Source: an optimization exercise on an open RTL-to-GDS flow (aim: small area). Production flows keep margins and buffers that such runs may drop. Function was checked by simulation only, so behaviour that the tests miss may differ from the original. Power and IR drop assume default switching activity.

==> flow/design.v <==
`timescale 1ns / 1ps
module packet_decoder(
    input wire clk,
    input wire rst,
    input wire [31:0] packet4_byte,
    input wire data_valid,
    input wire last_valid,
    input wire [3:0] keep,
    output wire [31:0] payload,
    output wire payload_valid,
    output wire [47:0] dest_addr,  
    output wire [47:0] src_addr,  
    output wire [31:0] vlan_tag,  
    output wire [15:0] eth_type,  
    output wire payload_last_valid,
    output wire [3:0] payload_keep,
    output wire dest_addr_valid,
    output wire src_addr_valid,
    output wire vlan_tag_valid,
    output wire eth_type_valid
    );
    reg [8:0]  cnt;        
    reg        vlan_q;     
    reg        pv_q;       
    reg        plv_q;      
    reg        ovf_q;      
    reg        ovk_q;      
    reg [3:1]  pk_q;       
    reg [31:0] a_q;
    reg [31:0] b_q;
    reg [15:0] ph_q;
    reg [15:0] pl_q;
    wire hi0  = ~|cnt[8:3];
    wire c0   = hi0 & (cnt[2:0] == 3'd0);
    wire c1   = hi0 & (cnt[2:0] == 3'd1);
    wire c2   = hi0 & (cnt[2:0] == 3'd2);
    wire c3   = hi0 & (cnt[2:0] == 3'd3);
    wire c4   = hi0 & (cnt[2:0] == 3'd4);
    wire c5   = hi0 & (cnt[2:0] == 3'd5);
    wire dflt = ~hi0 | (cnt[2:0] == 3'd6) | (cnt[2:0] == 3'd7);    
    wire mtu  = cnt[8] & cnt[6] & cnt[5] & cnt[4] & cnt[3] & cnt[2];
    wire dv    = data_valid & ~ovf_q;             
    wire endw  = dv & dflt & (last_valid | mtu);  
    wire fin   = (endw & ~keep[2]) | ovf_q;       
    wire istag = (packet4_byte[31:16] == 16'h8100);
    wire a_lo_we = dv & (c0 | c2 | c3 | (c4 & vlan_q));
    wire a_hi_we = dv & ~c1;
    wire ph_we   = dv & ((c4 & ~vlan_q) | c5 | dflt);
    wire pl_in   = (c3 & ~istag) | (c4 & vlan_q);
    wire pl_we   = (dv & (pl_in | (c5 & ~vlan_q) | dflt)) | ovf_q;
    always @(posedge clk, negedge rst) begin
        if (!rst) begin
            cnt   <= 9'd0;
            pv_q  <= 1'b0;
            plv_q <= 1'b0;
            ovf_q <= 1'b0;
        end
        else begin
            if (fin)
                cnt <= 9'd0;
            else if (data_valid | ovf_q)
                cnt <= cnt + 9'd1;
            if (fin)
                pv_q <= 1'b0;
            else if (dv & ((c4 & ~vlan_q) | (c5 & vlan_q)))
                pv_q <= 1'b1;
            if (fin)
                plv_q <= 1'b1;
            else if (~data_valid & ~ovf_q & c0)
                plv_q <= 1'b0;
            ovf_q <= endw & keep[2];
        end
    end
    always @(posedge clk) begin
        ovk_q <= keep[3];
        if (fin)
            pk_q <= ovf_q ? {2'b00, ovk_q} : {keep[1], keep[0], 1'b1};
        if (dv & c3)
            vlan_q <= istag;
        if (a_lo_we)
            a_q[15:0] <= packet4_byte[15:0];
        if (a_hi_we)
            a_q[31:16] <= packet4_byte[31:16];
        if (dv & c1)
            b_q <= packet4_byte;
        if (ph_we)
            ph_q <= packet4_byte[15:0];
        if (pl_we)
            pl_q <= (dv & pl_in) ? packet4_byte[31:16] : a_q[31:16];
    end
    assign payload            = {ph_q, pl_q};
    assign payload_valid      = pv_q;
    assign payload_last_valid = plv_q;
    assign payload_keep       = {pk_q, 1'b1};
    assign dest_addr          = {b_q[15:0], a_q};
    assign src_addr           = {a_q, b_q[31:16]};
    assign vlan_tag           = a_q;
    assign eth_type           = a_q[15:0];
    assign dest_addr_valid = c2;
    assign src_addr_valid  = c3;
    assign vlan_tag_valid  = c4 & vlan_q;
    assign eth_type_valid  = c5;
endmodule
==> flow/run.sh <==
#!/bin/bash
# synth_recipe.tcl (not shown) runs the flow's synth.tcl, then flattens the netlist and writes it again
# the make line also repeats each setting of config.mk as NAME=value (left out here)
make -C /OpenROAD-flow-scripts/flow DESIGN_CONFIG=/design/flow/config.mk WORK_HOME=/design/flow/orfs CLKGATE_MAP_FILE= SYNTH_SCRIPT=/design/flow/synth_recipe.tcl finish
==> flow/config.mk <==
export PLATFORM = sky130hd
export DESIGN_NAME = packet_decoder
export DESIGN_NICKNAME = packet_decoder
export VERILOG_FILES = /design/flow/design.v
export SDC_FILE = /design/flow/constraint.sdc
export NUM_CORES = 4
export LEC_CHECK = 0
export CAP_MARGIN = 20
export CORE_MARGIN = 2
export CORE_UTILIZATION = 40
export SLEW_MARGIN = 20
==> flow/constraint.sdc <==
create_clock -name core_clock -period 5.0 [get_ports {clk}]
set_input_delay 1.0000 -clock core_clock [delete_from_list [all_inputs] [get_ports {clk}]]
set_output_delay 1.0000 -clock core_clock [all_outputs]
set_load 0.01 [all_outputs]
==> results.cfg, run 1 <==
[cts]
cts_tree = yes
cts_buffers = 17
htree_levels = 4
hold_buffers = 0
clk_pin_slew_worst_paths_ps = 50
cts_resized = 0
clock-sinks = 113
clock_latency_ps = 410
clk_path_buf_depth = 2
cts_root_buf = clkbuf_16
post_cts_buffers = 0

[floorplanning]
pin_count = 226
die-area_um2 = 13190
die_h_um = 114.8
coreArea_um2 = 12010
initial_core_util = 0.4091
rows = 40
die_w_um = 114.8

[sta]
slew-limit-headroom = 0.2741
tightestPinTransition_ps = 1085
fin_setup_tns_ps = 0
finalCritPeriodShare = 0.6990
max_freq_mhz = 286.1
rsz0062_at_grt = no
setup_viol = 0
clock-skew-final_ps = 9.979
hold_slack_ps = 488.7
fin_ws_ps = 1505
post-route-min-period_ps = 3495
hold_viol_final = 0
slew_viol_final = 0

[power]
powerDensity_nw_per_um2 = 373.9
p_leak_nw = 2.625
netSwitchingFraction = 0.2085
power.switching_uw = 577.1
combPwrFrac = 0.095
p_seq_frac = 0.403
internal_power_mw = 2.191
irDropWorstVdd_mv = 0.2198
clkPwrFrac = 0.502

[placement]
hpwlAfterDp_mm = 8.520
placed_area_um2 = 6715
pre_cts_slack_ps = 1249
gpl.final_weighted_congestion = 0.8644
port-buffer-count = 224

[route]
wirelength_mm = 11.66
post-route-drc-count = 0
wire_per_inst_um = 18.22
first_pass_iters = 5
drtIter0Drc = 183
viasPerCell = 4.800
ant_nets = 0
vias = 3072

[synthesis]
synth_area_leaders = edfxtp_1, buf_4, dfrtp_1, mux2_4, ha_1
yosysUniqueCellTypes = 44
syn_avg_cell_area_um2 = 15.12
async_flop_share = 0.1062
seq_area_frac_synth = 0.6763
post-synth-top-area-cell = edfxtp_1
syn_inst = 325
yosys_warnings = 1
synthDominantCellAreaShare = 0.6112
syn-cell-area_um2 = 4913
synth_nets = 371
synth-edff-count = 100
synth_ff_type = edfxtp_1
ys_seq_elements = 113

[flow_run]
drv_cap = 0

[worst_setup_path]
worst_setup_path_start_kind = flip-flop
r2r_setup_slack_ps = 2190
required_ps = 4000
timing.rr.start = cnt[6]
cp-end-kind = output pin
crit_type = reg -> out
arrival_ps = 2500
slowest_stage = clkdlybuf4s50_1
crit_fanout = 9
cp_top_family = simple AND/OR/NAND/NOR gates
slowest_delay_ps = 550
critPathBufInv = 1
worstPathCellList = nor4_1, nand2_1, nor2_1, and2_1, clkdlybuf4s50_1
rr_endpoint = pl_q[2]
reg2reg_depth = 4

[cells_and_area]
regArea_um2 = 3323
finalInstanceArea_um2 = 7405
multi_input_area_um2 = 939.7
nFillCells = 966
area_growth_pct = 50.70
mostFrequentLayoutCells = clkdlybuf4s50_1, edfxtp_1, clkbuf_16
final_common_cell = clkdlybuf4s50_1
final_layout_size_suffix_gt1_frac = 0.1217
nets = 526
final_util = 0.6165
n_antenna_cell = 0

[grt]
grt_usage = 0.1720
grt_max_degree = 33
grt_pass1_wl_mm = 16.64
antenna_found_initial = 0
grt_overflow_total = 0
first_global_vias = 2961

[worst_hold_path]
hold_end = pk_q[1]
min_path_cells = 1
hold_path_class = reg -> reg
hold_path.startpoint = ovk_q

[run_status]
status = no timing/DRC/antenna violations
==> power groups by stage <==
stage                     Combinational [mW]  Sequential, mW  Clock (mW)
after global routing                   0.282            1.12        1.46
final                                  0.262            1.12        1.39
after CTS                              0.263            1.12        1.41
after global placement                 0.260            1.13           0
after floorplan                        0.133            1.13           0
after detailed placement               0.262            1.13           0
==> sequential cells by signal, summed over array words and instances (netlist names) <==
signal,cells
b_q,32
pk_q,3
a_q,32
pv_q,1
ovk_q,1
plv_q,1
ph_q,16
pl_q,16
vlan_q,1
ovf_q,1
cnt,9
==> routing by layer <==
| metal | up-vias | routed length, µm | track usage |
|---|---|---|---|
| met1 | 1502 | 4700 | 0.2060 |
| met3 | 10 | 715 | 0.04955 |
| met5 | - | 0 | 0 |
| met4 | 0 | 109 | 0.07149 |
| li1 | 1419 | - | - |
| met2 | 141 | 6134 | 0.2927 |
==> worst max-delay path by stage <==
stage / from / endpoint / slack, ps / depth (start not counted)
floorplan: data_valid / a_q[0] / 2060 / 3
global placement: data_valid / pl_q[8] / 1310 / 4
detailed placement: data_valid / pl_q[13] / 1250 / 4
CTS: cnt[5] / dest_addr_valid / 1490 / 5
global route: cnt[5] / dest_addr_valid / 1220 / 5
finish: cnt[5] / dest_addr_valid / 1500 / 5
==> worst register-to-register path, stage by stage, from the launching register on <==
cell and delay [ps]:
dfrtp_1 450, or4_4 600, a2111oi_4 660, o221ai_1 250, a21o_1 480
==> per-stage QoR <==
step                      cells  power [mW]
final                       640       2.768
after global routing        640       2.859
after CTS                   640       2.790
after detailed placement    608       1.396
after global placement      608       1.393
after floorplan             325       1.263
==> layout make-up <==
class	instances	share of cell area
sequential	113	0.4488
timing repair buffer	225	0.3038
multi-input combinational	118	0.1269
clock buffer	17	0.05745
clock inverter	15	0.03565
tap	147	0.02484
inverter	5	0.002535
==> kinds of logic (layout without fill, tap and decap cells) <==
| family | Yosys count | after routing | share of synthesized area |
|---|---|---|---|
| compound gates | 30 | 30 | 0.04813 |
| xor+xnor | 2 | 2 | 0.003566 |
| fa+ha+maj | 6 | 6 | 0.01528 |
| buf+inv | 94 | 262 | 0.1367 |
| flops | 113 | 113 | 0.6763 |
| mux | 18 | 18 | 0.04838 |
| other cells | 1 | 1 | 0.0007632 |
| simple gates | 61 | 61 | 0.07080 |
==> synth_stat cells, drive strengths merged, types with 7 or more instances <==
master and number:
edfxtp 100, buf 83, mux2 16, dfrtp 12, nand2 10, nor2 10
o21ai 8, nor2b 7
==> run 2, diff against run 1 <==
--- a/flow/config.mk
+++ b/flow/config.mk
@@ -7,5 +7,6 @@
 export LEC_CHECK = 0
 export CAP_MARGIN = 20
 export CORE_MARGIN = 2
-export CORE_UTILIZATION = 40
+export CORE_UTILIZATION = 65
+export CTS_BUF_LIST = sky130_fd_sc_hd__clkbuf_4
 export SLEW_MARGIN = 20
==> results.cfg, run 2 <==
[run_status]
status = aborted with a tool error
failing_step = clock tree synthesis
firstError = [ERROR DPL-0033] detailed placement checks failed during check placement.

[synthesis]
yosys_warnings = 1
synth_ff_type = edfxtp_1
synthDominantCellAreaShare = 0.6112
synthMuxAreaShare = 0.04838
synthSimpleGateAreaFrac = 0.07079
ys_seq_elements = 113
syn_avg_cell_area_um2 = 15.12
synth_nets = 371
synth_area_leaders = edfxtp_1, buf_4, dfrtp_1, mux2_4, ha_1
post-synth-top-area-cell = edfxtp_1
syn_inst = 325
seq_area_frac_synth = 0.6763
synth_top_family_by_area = buffers and inverters
yosys.area_share.xor_xnor = 0.003565
synth_compound_area_frac = 0.04813
syn-cell-area_um2 = 4913
synth_commonest_cells = edfxtp_1, buf_4, dfrtp_1
synthAdderAreaFrac = 0.01528
synth-edff-count = 100
yosysMostFrequentCell = edfxtp_1
async_flop_share = 0.1062
yosysUniqueCellTypes = 44

[floorplanning]
die_w_um = 90.95
pin_count = 226
die_h_um = 90.95
rows = 31
initial_core_util = 0.6738

[placement]
hpwlAfterDp_mm = 11.16
port-buffer-count = 224
placed_area_um2 = 6655
gpl.final_weighted_congestion = 0.8415

[cts]
cts_buffers = 17
post_cts_buffers = 0
clock-sinks = 113
cts_root_buf = clkbuf_4
clk_path_buf_depth = 2
hold_buffers = 0
cts_resized = 0
htree_levels = 4
==> run 2: cell counts after synthesis <==
Identical to the previous run, type by type.
==> run 2: cells by family after synthesis <==
group / count (synthesis)
other cells: 1
fa+ha+maj: 6
flops: 113
simple gates: 61
buf+inv: 94
xor+xnor: 2
compound gates: 30
mux: 18
==> run 2: stage by stage <==
stage	cells	setup slack, ps
after detailed placement	559	1157
after global placement	559	1369
after floorplan	325	2055
==> run 2: worst max-delay path by stage <==
stage | start | endpoint | slack, ps | depth (start not counted)
2_1_floorplan | data_valid | a_q[0] | 2060 | 3
3_3_place_gp | data_valid | pl_q[9] | 1370 | 4
3_5_place_dp | data_valid | pl_q[5] | 1160 | 4
==> run 2: power by group through the flow <==
stage,combinational (mW),sequential (mW),clock (mW)
after floorplan,0.133,1.13,0
after global placement,0.255,1.13,0
after detailed placement,0.279,1.14,0
==> run 3, diff against run 2 <==
==> flow/flow/run.sh (new file) <==
#!/bin/bash
# Standard ORFS layout, with two changes to how it is built:
#  - port buffers are buf_1 cells (the smallest buffer) instead of the default choice;
#  - clock tree from clkbuf_4 cells without dummy balancing loads.
set -euo pipefail
export BUFFER_PORTS_ARGS="-buffer_cell sky130_fd_sc_hd__buf_1"
export CTS_ARGS="-sink_clustering_enable -repair_clock_nets -dont_use_dummy_load -buf_list sky130_fd_sc_hd__clkbuf_4 -root_buf sky130_fd_sc_hd__clkbuf_4"
bash standard.sh finish > flow_make.log 2>&1
==> flow/standard.sh (new file) <==
#!/bin/bash
# synth_recipe.tcl (not shown) runs the flow's synth.tcl, then flattens the netlist and writes it again
# the make line also repeats each setting of config.mk as NAME=value (left out here)
make -C /OpenROAD-flow-scripts/flow DESIGN_CONFIG=/design/flow/config.mk WORK_HOME=/design/flow/orfs CLKGATE_MAP_FILE= SYNTH_SCRIPT=/design/flow/synth_recipe.tcl "${@:-finish}"
removed: flow/run.sh
==> results.cfg, run 3 <==
[placement]
gpl.final_weighted_congestion = 0.8912
placed_area_um2 = 5254
place_inst = 560
hpwlAfterDp_mm = 7.385
port-buffer-count = 224

[sta]
fin_setup_tns_ps = 0
post-route-min-period_ps = 3194
clock-skew-final_ps = 40.53
finalCritPeriodShare = 0.6388
tightestPinTransition_ps = 1089
slew_viol_final = 0
setup_viol = 0
rsz0062_at_grt = no
hold_viol_final = 0
slew-limit-headroom = 0.2741
max_freq_mhz = 313.1

[worst_setup_path]
cp-endpoint = dest_addr_valid
worstPathCellList = nor4_1, nand2_1, nor2_1, and2_1, buf_1
crit_fanout = 9
arrival_ps = 2190
worst_setup_path_start_kind = flip-flop
reg2reg_depth = 4
rr_endpoint = pl_q[13]
slowest_stage = dfrtp_1
required_ps = 4000
r2r_setup_slack_ps = 2210
cp-end-kind = output pin
slowest_delay_ps = 470
critPathLaunch = cnt[5]
crit_type = reg -> out
timing.rr.start = cnt[5]

[grt]
first_global_vias = 2764
antenna_found_initial = 0
grt_overflow_total = 0
grt_max_degree = 33
grt_usage = 0.2464
grt_pass1_wl_mm = 15.17

[cts]
post_cts_buffers = 0
hold_buffers = 0
htree_levels = 4
clock_latency_ps = 490
clk_pin_slew_worst_paths_ps = 80
clock-sinks = 113
cts_buffers = 17
cts_resized = 0
cts_root_buf = clkbuf_4
cts_tree = yes
clk_path_buf_depth = 2

[floorplanning]
rows = 31
initial_core_util = 0.6738
die_w_um = 90.95
die-area_um2 = 8271
die_h_um = 90.95
pin_count = 226
coreArea_um2 = 7292

[synthesis]
synthDominantCellAreaShare = 0.6112
yosys_warnings = 1
syn-cell-area_um2 = 4913
seq_area_frac_synth = 0.6763
async_flop_share = 0.1062
yosysMostFrequentCell = edfxtp_1
synth_commonest_cells = edfxtp_1, buf_4, dfrtp_1
ys_seq_elements = 113
synth-edff-count = 100
syn_inst = 325
synth_ff_type = edfxtp_1
post-synth-top-area-cell = edfxtp_1
synth_area_leaders = edfxtp_1, buf_4, dfrtp_1, mux2_4, ha_1
syn_avg_cell_area_um2 = 15.12
synth_nets = 371
yosysUniqueCellTypes = 44

[worst_hold_path]
hold_path_class = reg -> reg

[power]
clkPwrFrac = 0.241
p_leak_nw = 1.767
combPwrFrac = 0.111
irDropWorstVdd_mv = 0.1869
netSwitchingFraction = 0.2478
p_seq_frac = 0.647
internal_power_mw = 1.295
powerDensity_nw_per_um2 = 320.0
power.switching_uw = 426.7

[route]
post-route-drc-count = 0
wirelength_mm = 10.06
wire_per_inst_um = 17.43
viasPerCell = 5.241
ant_nets = 0
first_pass_iters = 4
drtIter0Drc = 188
vias = 3024

[cells_and_area]
final_layout_size_suffix_gt1_frac = 0.09623
finalInstanceArea_um2 = 5381
top_regs = a_q: 32 flops, b_q: 32 flops
area_growth_pct = 9.524
final_common_cell = buf_1
mostFrequentLayoutCells = buf_1, edfxtp_1, clkbuf_4
final_cell_count_no_fill = 577
n_antenna_cell = 0
nets = 526

[flow_run]
drv_cap = 0

[run_status]
status = no timing/DRC/antenna violations
-- run 3: layout make-up --
class / instances / area (µm²)
repair buffers: 225 / 848.3
inverters: 5 / 18.77
flip-flops and latches: 113 / 3323
well taps: 99 / 123.9
clock buffers: 17 / 127.6
multi-input cells: 118 / 939.7
fillers: 523 / 1911
-- run 3: worst max-delay path, delay by kind of cell (launching register included) --
kind          cells  cell delay [ps]
flops             1              470
buf+inv           1              160
simple gates      4             1100
-- run 3: routing by layer --
metal,vias to the layer above,wire [µm],global-route usage
met5,-,0,0
met4,0,179,0.09470
met3,16,668,0.07801
met2,151,5398,0.4093
met1,1447,3812,0.3039
li1,1410,-,-
-- run 3: power groups by stage --
stage               logic, mW  clock network, mW  registers [mW]
detailed placement      0.191                  0            1.13
global placement        0.188                  0            1.13
floorplan               0.133                  0            1.13
finish                  0.192              0.416            1.11
global route            0.210              0.472            1.12
CTS                     0.192              0.429            1.11
-- run 3: kinds of logic after synthesis --
| logic type | Yosys count | synth area share |
|---|---|---|
| compound gates | 30 | 0.04813 |
| flops | 113 | 0.6763 |
| buf+inv | 94 | 0.1367 |
| xor+xnor | 2 | 0.003566 |
| mux | 18 | 0.04838 |
| simple gates | 61 | 0.07080 |
| other cells | 1 | 0.0007632 |
| fa+ha+maj | 6 | 0.01528 |
-- run 3: worst min path at each step --
stage                     startpoint      end  slack [ps]  cells past startpoint
after floorplan                ovk_q  pk_q[1]         460                      1
after global placement         ovk_q  pk_q[1]         470                      1
after detailed placement       ovk_q  pk_q[1]         480                      1
after CTS                        rst    ovf_q         480                      1
after global routing             rst    ovf_q         530                      1
final                          ovk_q  pk_q[1]         500                      1
-- run 3: metrics by stage --
step           power [mW]  hold slack (ps)  utilization  setup slack, ps
4_1_cts             1.735            484.8       0.7380             1766
3_5_place_dp        1.325            481.4       0.7205             1568
2_1_floorplan       1.263            462.7            -             2055
6_report            1.722            498.0       0.7380             1806
5_1_grt             1.803            527.4       0.7380             1623
3_3_place_gp        1.321            467.3       0.7205             1683

==> static timing again, ports no longer ideal <==
The flow's constraints put no driver on any port. The routed layouts listed below were extracted and timed again, unchanged, in two steps. Step 1 (the two cells are an assumption about what drives the block):
set clk [get_ports {clk}]
set_driving_cell -lib_cell sky130_fd_sc_hd__clkbuf_16 $clk
set_driving_cell -lib_cell sky130_fd_sc_hd__buf_2 [delete_from_list [all_inputs] $clk]
Step 2 times the ports against the registers' clock, not the clock port: input delays grow and output delays shrink by t, the midpoint of the rising clock arrivals with the driver on. Three values: ideal ports, drivers, drivers and shift; two values: the first two.
run	t (ns)	slack for setup (ns)	latest minus earliest clock arrival (ns)	worst slew at a driven data input, ns	pins driven straight from the clock port
run 1	0.440	1.505 / 1.467 / 1.208	0.010 / 0.010	0.05	1
run 3	0.494	1.806 / 1.777 / 1.555	0.047 / 0.047	0.06	1
After both steps every run listed still meets setup and hold. The setup slack of run 1, which loses most, moves by -0.038 ns with the drivers and by -0.297 ns with both steps.
